This is an optimization exercise on Yosys and OpenROAD, whose aim is small area and a short achievable clock period, not a production implementation.
RTL that was checked went through simulation tests only; none was proved equivalent to the original.

==> build 44: inputs <==
==> flow/design.v (excerpt) <==
module top_module_d11(
    i_clk,
    i_reset,
    i_start,
    i_load,
    i_enc_dec,
    i_pt1,
    i_pt2,
    i_key1,
    i_key2,
    i_r,
    o_ct1,
    o_ct2,
    o_done
);
input  i_start;
input  i_clk;
input  i_reset;
input  i_enc_dec;
input  i_load;
input  [191 : 0] i_r;
input  [63 : 0] i_pt1;
input  [63 : 0] i_pt2;
input  [127 : 0] i_key1;
input  [127 : 0] i_key2;
output wire [63 : 0] o_ct1;
output wire [63 : 0] o_ct2;
output wire o_done;
localparam [63:0] ALPHA = 64'hc0ac29b7c97c50dd;
reg        idle;
reg        halt;
reg        done_reg;
reg  [4:0] cnt;
reg        m_fw;     
reg        m_bw;     
reg        enc_dec_reg;
wire load_now = idle & i_load;
always @(posedge i_clk or posedge i_reset)
begin
    if (i_reset == 1'b1) begin
        idle     <= 1'b1;
        halt     <= 1'b0;
        done_reg <= 1'b0;
        cnt      <= 5'd0;
        m_fw     <= 1'b1;
        m_bw     <= 1'b0;
    end else begin
        done_reg <= 1'b0;
        if (idle) begin
            if (!i_load && i_start) begin
                idle <= 1'b0;
                cnt  <= 5'd1;
                m_fw <= 1'b1;
                m_bw <= 1'b0;
            end
        end else if (halt) begin
            if (!i_start) begin
                halt <= 1'b0;
                idle <= 1'b1;
            end
        end else begin
            cnt  <= cnt + 5'd1;
            m_fw <= (cnt < 5'd11);
            m_bw <= (cnt >= 5'd13);
            if (cnt == 5'd23) begin
                halt     <= 1'b1;
                done_reg <= 1'b1;
            end
        end
    end
end
  ...
==> flow/config.mk <==
export PLATFORM = sky130hd
export DESIGN_NAME = top_module_d11
export DESIGN_NICKNAME = top_module_d11
export VERILOG_FILES = /design/flow/design.v
export SDC_FILE = /design/flow/constraint.sdc
export NUM_CORES = 4
export LEC_CHECK = 0
export CAP_MARGIN = 20
export CORE_MARGIN = 2
export CORE_UTILIZATION = 40
export SETUP_SLACK_MARGIN = 5
export SLEW_MARGIN = 20
==> flow/constraint.sdc <==
create_clock -name core_clock -period 10.0 [get_ports {i_clk}]
set_input_delay 2.0000 -clock core_clock [delete_from_list [all_inputs] [get_ports {i_clk}]]
set_output_delay 2.0000 -clock core_clock [all_outputs]
set_load 0.01 [all_outputs]
standard.sh (not shown) runs the stock make flow with config.mk's settings and CLKGATE_MAP_FILE= SYNTH_SCRIPT=/design/flow/synth_recipe.tcl, a recipe that flattens the netlist after the stock synthesis.
==> flow/flow/run.sh <==
#!/bin/bash
set -euo pipefail
export BUFFER_PORTS_ARGS="-buffer_cell sky130_fd_sc_hd__buf_1"
bash standard.sh > standard_flow.log 2>&1
==> build 15 (differences from build 44) <==
--- a/flow/design.v
+++ b/flow/design.v
@@ -1180,85 +1180,93 @@
 output wire [63 : 0] o_ct1;
 output wire [63 : 0] o_ct2;
 output wire o_done;
 localparam [63:0] ALPHA = 64'hc0ac29b7c97c50dd;
 reg        idle;
 reg        halt;
 reg        done_reg;
-reg  [4:0] cnt;
-reg        m_fw;     
-reg        m_bw;     
+reg  [4:0] cnt;      
+reg  [3:0] m_fw;     
+reg  [3:0] m_bw;     
 reg        enc_dec_reg;
-wire load_now = idle & i_load;
+wire load_now  = idle & i_load;
+wire start_now = idle & ~i_load & i_start;
+wire last      = ~idle & ~halt & (cnt == 5'd23);
 always @(posedge i_clk or posedge i_reset)
 begin
     if (i_reset == 1'b1) begin
         idle     <= 1'b1;
         halt     <= 1'b0;
         done_reg <= 1'b0;
-        cnt      <= 5'd0;
-        m_fw     <= 1'b1;
-        m_bw     <= 1'b0;
     end else begin
-        done_reg <= 1'b0;
-        if (idle) begin
-            if (!i_load && i_start) begin
-                idle <= 1'b0;
-                cnt  <= 5'd1;
-                m_fw <= 1'b1;
-                m_bw <= 1'b0;
-            end
-        end else if (halt) begin
-            if (!i_start) begin
-                halt <= 1'b0;
-                idle <= 1'b1;
-            end
-        end else begin
-            cnt  <= cnt + 5'd1;
-            m_fw <= (cnt < 5'd11);
-            m_bw <= (cnt >= 5'd13);
-            if (cnt == 5'd23) begin
-                halt     <= 1'b1;
-                done_reg <= 1'b1;
-            end
-        end
+        done_reg <= last;
+        if (start_now)
+            idle <= 1'b0;
+        else if (halt && !i_start)
+            idle <= 1'b1;
+        if (last)
+            halt <= 1'b1;
+        else if (!i_start)
+            halt <= 1'b0;
+    end
+end
+always @(posedge i_clk)
+begin
+    if (idle) begin
+        cnt  <= 5'd1;
+        m_fw <= 4'b0011;
+        m_bw <= 4'b0101;
+    end else begin
+        cnt  <= cnt + 5'd1;
+        m_fw <= {cnt < 5'd10, cnt < 5'd11, cnt < 5'd10, cnt < 5'd11};
+        m_bw <= {cnt >= 5'd12, cnt >= 5'd12, cnt >= 5'd13, cnt >= 5'd13};
     end
 end
 always @(posedge i_clk)
 begin
     if (load_now)
         enc_dec_reg <= i_enc_dec;
 end
 assign o_done = done_reg;
-reg [63:0] rc;
+reg  [4:0] rsel, rsel_b;
+reg        rflip, rflip_b;
+reg  [4:0] rsel_next;
 always @(*) begin
-    case ({enc_dec_reg, cnt[4:1]})
-        5'h01: rc = 64'h13198a2e03707344;
-        5'h02: rc = 64'ha4093822299f31d0;
-        5'h03: rc = 64'h082efa98ec4e6c89;
-        5'h04: rc = 64'h452821e638d01377;
-        5'h05: rc = 64'hbe5466cf34e90c6c;
-        5'h07: rc = 64'h7ef84f78fd955cb1;
-        5'h08: rc = 64'h85840851f1ac43aa;
-        5'h09: rc = 64'hc882d32f25323c54;
-        5'h0a: rc = 64'h64a51195e0e3610d;
-        5'h0b: rc = 64'hd3b5a399ca0c2399;
-        5'h11: rc = 64'hd3b5a399ca0c2399;
-        5'h12: rc = 64'h64a51195e0e3610d;
-        5'h13: rc = 64'hc882d32f25323c54;
-        5'h14: rc = 64'h85840851f1ac43aa;
-        5'h15: rc = 64'h7ef84f78fd955cb1;
-        5'h17: rc = 64'hbe5466cf34e90c6c;
-        5'h18: rc = 64'h452821e638d01377;
-        5'h19: rc = 64'h082efa98ec4e6c89;
-        5'h1a: rc = 64'ha4093822299f31d0;
-        5'h1b: rc = 64'h13198a2e03707344;
-        default: rc = 64'h0;
+    case (cnt[4:1])
+        4'd0:  rsel_next = 5'b00001;    
+        4'd1:  rsel_next = 5'b00010;    
+        4'd2:  rsel_next = 5'b00100;
+        4'd3:  rsel_next = 5'b01000;
+        4'd4:  rsel_next = 5'b10000;    
+        4'd6:  rsel_next = 5'b10000;    
+        4'd7:  rsel_next = 5'b01000;
+        4'd8:  rsel_next = 5'b00100;
+        4'd9:  rsel_next = 5'b00010;
+        default: rsel_next = 5'b00001;  
     endcase
 end
+always @(posedge i_clk)
+begin
+    rsel    <= rsel_next;
+    rflip   <= (cnt >= 5'd11) ^ enc_dec_reg;
+    rsel_b  <= cnt[0] ? rsel_next : 5'b0;
+    rflip_b <= cnt[0] & ((cnt >= 5'd11) ^ enc_dec_reg);
+end
+localparam [63:0] RC1 = 64'h13198a2e03707344;
+localparam [63:0] RC2 = 64'ha4093822299f31d0;
+localparam [63:0] RC3 = 64'h082efa98ec4e6c89;
+localparam [63:0] RC4 = 64'h452821e638d01377;
+localparam [63:0] RC5 = 64'hbe5466cf34e90c6c;
+wire [63:0] rc_a = (({64{rsel[0]}} & RC1) | ({64{rsel[1]}} & RC2) |
+                    ({64{rsel[2]}} & RC3) | ({64{rsel[3]}} & RC4) |
+                    ({64{rsel[4]}} & RC5)) ^ ({64{rflip}} & ALPHA);
+wire [63:0] rc_b = (({64{rsel_b[0]}} & RC1) | ({64{rsel_b[1]}} & RC2) |
+                    ({64{rsel_b[2]}} & RC3) | ({64{rsel_b[3]}} & RC4) |
+                    ({64{rsel_b[4]}} & RC5)) ^ ({64{rflip_b}} & ALPHA);
+wire [63:0] rc = {rc_b[63:32], rc_a[31:0]};
 reg  [63:0] k1_1, k1_2;
 reg  [63:0] kw_1, kw_2;
 wire [63:0] ik0f_1, ik0f_2;
 out_key_share_flip in_ok1(.in_key(i_key1[127:64]), .out_key(ik0f_1));
 out_key_share_flip in_ok2(.in_key(i_key2[127:64]), .out_key(ik0f_2));
 wire [63:0] k0in_1  = i_enc_dec ? ik0f_1 : i_key1[127:64];
 wire [63:0] k0in_2  = i_enc_dec ? ik0f_2 : i_key2[127:64];
@@ -1314,24 +1322,26 @@
 endgenerate
 wire [63:0] rk1 = k1_1 ^ rc;
 wire [63:0] rk2 = k1_2;
 wire [63:0] oa1, oa2;
 affine_2sh outaff(.in1(comp1), .in2(comp2), .out1(oa1), .out2(oa2));
 wire [63:0] bk1, bk2;
 inv_sr_2sh invsr(.in1(oa1 ^ rk1), .in2(oa2 ^ rk2), .out1(bk1), .out2(bk2));
-wire [63:0] z1 = m_bw ? bk1 : comp1;
-wire [63:0] z2 = m_bw ? bk2 : comp2;
+wire [63:0] sel_bw = {{16{m_bw[3]}}, {16{m_bw[2]}}, {16{m_bw[1]}}, {16{m_bw[0]}}};
+wire [63:0] sel_fw = {{16{m_fw[3]}}, {16{m_fw[2]}}, {16{m_fw[1]}}, {16{m_fw[0]}}};
+wire [63:0] z1 = (sel_bw & bk1) | (~sel_bw & comp1);
+wire [63:0] z2 = (sel_bw & bk2) | (~sel_bw & comp2);
 wire [63:0] w1, w2;
 mprime_cir_2sh mprime(.in1(z1), .in2(z2), .out1(w1), .out2(w2));
 wire [63:0] ws1, ws2;
 sr_2sh srows(.in1(w1), .in2(w2), .out1(ws1), .out2(ws2));
 wire [63:0] wa1, wa2;
 affine_2sh inaff(.in1(w1), .in2(w2), .out1(wa1), .out2(wa2));
-wire [63:0] rv1 = m_fw ? (ws1 ^ rk1) : wa1;
-wire [63:0] rv2 = m_fw ? (ws2 ^ rk2) : wa2;
+wire [63:0] rv1 = (sel_fw & (ws1 ^ rk1)) | (~sel_fw & wa1);
+wire [63:0] rv2 = (sel_fw & (ws2 ^ rk2)) | (~sel_fw & wa2);
 wire [63:0] x0_1 = i_pt1 ^ k0in_1 ^ i_key1[63:0] ^ (i_enc_dec ? ALPHA : 64'h0);
 wire [63:0] x0_2 = i_pt2 ^ k0in_2 ^ i_key2[63:0];
 always @(posedge i_clk)
 begin
     if (idle) begin
         if (i_load) begin
             st1 <= x0_1;
==> flow/flow/run.sh (replaced) <==
#!/bin/bash
set -euo pipefail
export BUFFER_PORTS_ARGS="-buffer_cell sky130_fd_sc_hd__buf_1"
bash standard.sh SETUP_SLACK_MARGIN=5.5 finish > standard_flow.log 2>&1
==> flow/config.mk (replaced) <==
export PLATFORM = sky130hd
export DESIGN_NAME = top_module_d11
export DESIGN_NICKNAME = top_module_d11
export VERILOG_FILES = /design/flow/design.v
export SDC_FILE = /design/flow/constraint.sdc
export NUM_CORES = 4
export LEC_CHECK = 0
export CAP_MARGIN = 20
export CORE_MARGIN = 2
export CORE_UTILIZATION = 65
export CTS_CLUSTER_DIAMETER = 80
export CTS_CLUSTER_SIZE = 32
export SLEW_MARGIN = 20
==> build 46 (differences from build 44) <==
--- a/flow/design.v
+++ b/flow/design.v
@@ -1180,82 +1180,80 @@
 output wire [63 : 0] o_ct1;
 output wire [63 : 0] o_ct2;
 output wire o_done;
 localparam [63:0] ALPHA = 64'hc0ac29b7c97c50dd;
 reg        idle;
 reg        halt;
 reg        done_reg;
-reg  [4:0] cnt;
+reg  [4:0] cnt;      
 reg        m_fw;     
 reg        m_bw;     
 reg        enc_dec_reg;
-wire load_now = idle & i_load;
+wire load_now  = idle & i_load;
+wire start_now = idle & ~i_load & i_start;
+wire last      = ~idle & ~halt & (cnt == 5'd23);
 always @(posedge i_clk or posedge i_reset)
 begin
     if (i_reset == 1'b1) begin
         idle     <= 1'b1;
         halt     <= 1'b0;
         done_reg <= 1'b0;
-        cnt      <= 5'd0;
-        m_fw     <= 1'b1;
-        m_bw     <= 1'b0;
     end else begin
-        done_reg <= 1'b0;
-        if (idle) begin
-            if (!i_load && i_start) begin
-                idle <= 1'b0;
-                cnt  <= 5'd1;
-                m_fw <= 1'b1;
-                m_bw <= 1'b0;
-            end
-        end else if (halt) begin
-            if (!i_start) begin
-                halt <= 1'b0;
-                idle <= 1'b1;
-            end
-        end else begin
-            cnt  <= cnt + 5'd1;
-            m_fw <= (cnt < 5'd11);
-            m_bw <= (cnt >= 5'd13);
-            if (cnt == 5'd23) begin
-                halt     <= 1'b1;
-                done_reg <= 1'b1;
-            end
-        end
+        done_reg <= last;
+        if (start_now)
+            idle <= 1'b0;
+        else if (halt && !i_start)
+            idle <= 1'b1;
+        if (last)
+            halt <= 1'b1;
+        else if (!i_start)
+            halt <= 1'b0;
+    end
+end
+always @(posedge i_clk)
+begin
+    if (idle) begin
+        cnt  <= 5'd1;
+        m_fw <= 1'b1;
+        m_bw <= 1'b0;
+    end else begin
+        cnt  <= cnt + 5'd1;
+        m_fw <= (cnt < 5'd11);
+        m_bw <= (cnt >= 5'd13);
     end
 end
 always @(posedge i_clk)
 begin
     if (load_now)
         enc_dec_reg <= i_enc_dec;
 end
 assign o_done = done_reg;
+reg  [3:0] ridx;
+reg  [3:0] ridx_next;
+always @(*) begin
+    if (cnt < 5'd11)
+        ridx_next = {1'b0, cnt[4:1]} + 4'd3;
+    else
+        ridx_next = {1'b0, cnt[4:1]} + 4'd2;
+end
+always @(posedge i_clk)
+    ridx <= ridx_next ^ {4{enc_dec_reg}};
 reg [63:0] rc;
 always @(*) begin
-    case ({enc_dec_reg, cnt[4:1]})
-        5'h01: rc = 64'h13198a2e03707344;
-        5'h02: rc = 64'ha4093822299f31d0;
-        5'h03: rc = 64'h082efa98ec4e6c89;
-        5'h04: rc = 64'h452821e638d01377;
-        5'h05: rc = 64'hbe5466cf34e90c6c;
-        5'h07: rc = 64'h7ef84f78fd955cb1;
-        5'h08: rc = 64'h85840851f1ac43aa;
-        5'h09: rc = 64'hc882d32f25323c54;
-        5'h0a: rc = 64'h64a51195e0e3610d;
-        5'h0b: rc = 64'hd3b5a399ca0c2399;
-        5'h11: rc = 64'hd3b5a399ca0c2399;
-        5'h12: rc = 64'h64a51195e0e3610d;
-        5'h13: rc = 64'hc882d32f25323c54;
-        5'h14: rc = 64'h85840851f1ac43aa;
-        5'h15: rc = 64'h7ef84f78fd955cb1;
-        5'h17: rc = 64'hbe5466cf34e90c6c;
-        5'h18: rc = 64'h452821e638d01377;
-        5'h19: rc = 64'h082efa98ec4e6c89;
-        5'h1a: rc = 64'ha4093822299f31d0;
-        5'h1b: rc = 64'h13198a2e03707344;
+    case (ridx)
+        4'd3:  rc = 64'h13198a2e03707344;
+        4'd4:  rc = 64'ha4093822299f31d0;
+        4'd5:  rc = 64'h082efa98ec4e6c89;
+        4'd6:  rc = 64'h452821e638d01377;
+        4'd7:  rc = 64'hbe5466cf34e90c6c;
+        4'd8:  rc = 64'h7ef84f78fd955cb1;
+        4'd9:  rc = 64'h85840851f1ac43aa;
+        4'd10: rc = 64'hc882d32f25323c54;
+        4'd11: rc = 64'h64a51195e0e3610d;
+        4'd12: rc = 64'hd3b5a399ca0c2399;
         default: rc = 64'h0;
     endcase
 end
 reg  [63:0] k1_1, k1_2;
 reg  [63:0] kw_1, kw_2;
 wire [63:0] ik0f_1, ik0f_2;
 out_key_share_flip in_ok1(.in_key(i_key1[127:64]), .out_key(ik0f_1));
==> flow/flow/run.sh (replaced) <==
#!/bin/bash
set -euo pipefail
export BUFFER_PORTS_ARGS="-buffer_cell sky130_fd_sc_hd__buf_1"
bash standard.sh SETUP_SLACK_MARGIN=5.5 finish > standard_flow.log 2>&1
==> flow/config.mk (replaced) <==
export PLATFORM = sky130hd
export DESIGN_NAME = top_module_d11
export DESIGN_NICKNAME = top_module_d11
export VERILOG_FILES = /design/flow/design.v
export SDC_FILE = /design/flow/constraint.sdc
export NUM_CORES = 4
export LEC_CHECK = 0
export CAP_MARGIN = 20
export CORE_MARGIN = 2
export CORE_UTILIZATION = 55
export SLEW_MARGIN = 20
==> trial 6 (differences from build 44) <==
==> flow/run.sh (new file) <==
#!/bin/bash
# synth_recipe.tcl (not shown) runs the flow's synth.tcl, then flattens the netlist and writes it again
# the make line also repeats each setting of config.mk as NAME=value (left out here)
make -C /OpenROAD-flow-scripts/flow DESIGN_CONFIG=/design/flow/config.mk WORK_HOME=/design/flow/orfs CLKGATE_MAP_FILE= SYNTH_SCRIPT=/design/flow/synth_recipe.tcl finish
--- a/flow/config.mk
+++ b/flow/config.mk
@@ -4,9 +4,8 @@
 export VERILOG_FILES = /design/flow/design.v
 export SDC_FILE = /design/flow/constraint.sdc
 export NUM_CORES = 4
 export LEC_CHECK = 0
 export CAP_MARGIN = 20
 export CORE_MARGIN = 2
 export CORE_UTILIZATION = 40
-export SETUP_SLACK_MARGIN = 5
 export SLEW_MARGIN = 20
removed: flow/flow/run.sh
removed: flow/standard.sh
==> qor summary <==
item	trial 6	build 15	build 44	build 46
Register-to-Register Path Depth	9	7	11	7
Multi-input gates	4792	4712	4792	4775
Global-route wire length before repair	347000 µm	295000 µm	345000 µm	313000 µm
Fraction of standard cell area in multi-input logic	50.2%	55.2%	53.5%	53.9%
Critical Path End	o_ct2[37]	o_ct2[1]	o_ct2[21]	o_ct1[29]
Met2 demand-to-capacity share in global routing	50.3%	66.8%	49.8%	60.2%
Wire per inst	29.0 µm	26.9 µm	28.9 µm	27.5 µm
Cell variety after synth	106	71	106	67
Sequential cell area share	30.4%	34.2%	32.2%	33.1%
Compound-gate portion of the synthesized area	11.2%	9.65%	11.2%	9.87%
Period utilisation layout	57.9%	45.5%	50.6%	45.9%
Routability congestion estimate	0.993	1.05	1.01	0.982
Met1 capacity usage during global routing	43.3%	54.8%	42.7%	52.3%
Post-synthesis cell count	6165	6090	6165	6171
Parity-gate share of the synthesized area counting xor and xnor cells	34.8%	36.3%	34.8%	36.4%
Launch point of the critical path	sreg[9][21]	sreg[0][12]	sreg[5][13]	sreg[7][9]
Result of the run	no timing/DRC/antenna violations	no timing/DRC/antenna violations	no timing/DRC/antenna violations	no timing/DRC/antenna violations
Number of cells upsized or downsized after cts	0	99	28	122
Routed wire length	255000 µm	210000 µm	255000 µm	226000 µm
Post-place setup slack	5.04 ns	5.48 ns	4.87 ns	5.36 ns
Met3 usage	6.95%	11.7%	7.43%	8.45%
Flip-flop and latch count after synthesis	907	930	907	946
Multi-input gate area in the final layout	36400 µm²	36300 µm²	36600 µm²	37100 µm²
No functional check of the RTL was part of build 15 and build 46.

[what the ideal ports hide]
The results above use ideal ports. As a check the final layouts listed here were re-extracted and re-timed, cells and wires unchanged. Step 1 sets driving cells, clkbuf_16 on the clock port and buf_2 on the other inputs (assumed; they add their load-dependent delay and slew). Step 2 times the ports against the registers' clock, not the clock port: input delays grow and output delays shrink by t, the midpoint of the rising clock arrivals with the driver on. a / b / c = no drivers / after step 1 / after step 2; a / b = the first two.
run	t, ns	setup WS [ns]	worst hold slack (ns)	worst setup path after step 2	worst slew at a driven data input, ns
build 44	0.853	4.942 / 4.856 / 4.755	0.571 / 0.571 / 0.571	input to register	0.26
build 15	0.755	5.453 / 5.373 / 5.379	0.355 / 0.355 / 0.355	input to register	0.18
build 46	0.794	5.406 / 5.322 / 5.374	0.483 / 0.483 / 0.483	input to register	0.25
trial 6	0.839	4.208 / 4.123 / 4.962	0.560 / 0.560 / 0.560	register to output	0.23
After both steps setup and hold are still met in every run listed. For build 44, which loses most, drivers alone change the setup slack by -0.086 ns; drivers and shift together by -0.187 ns.
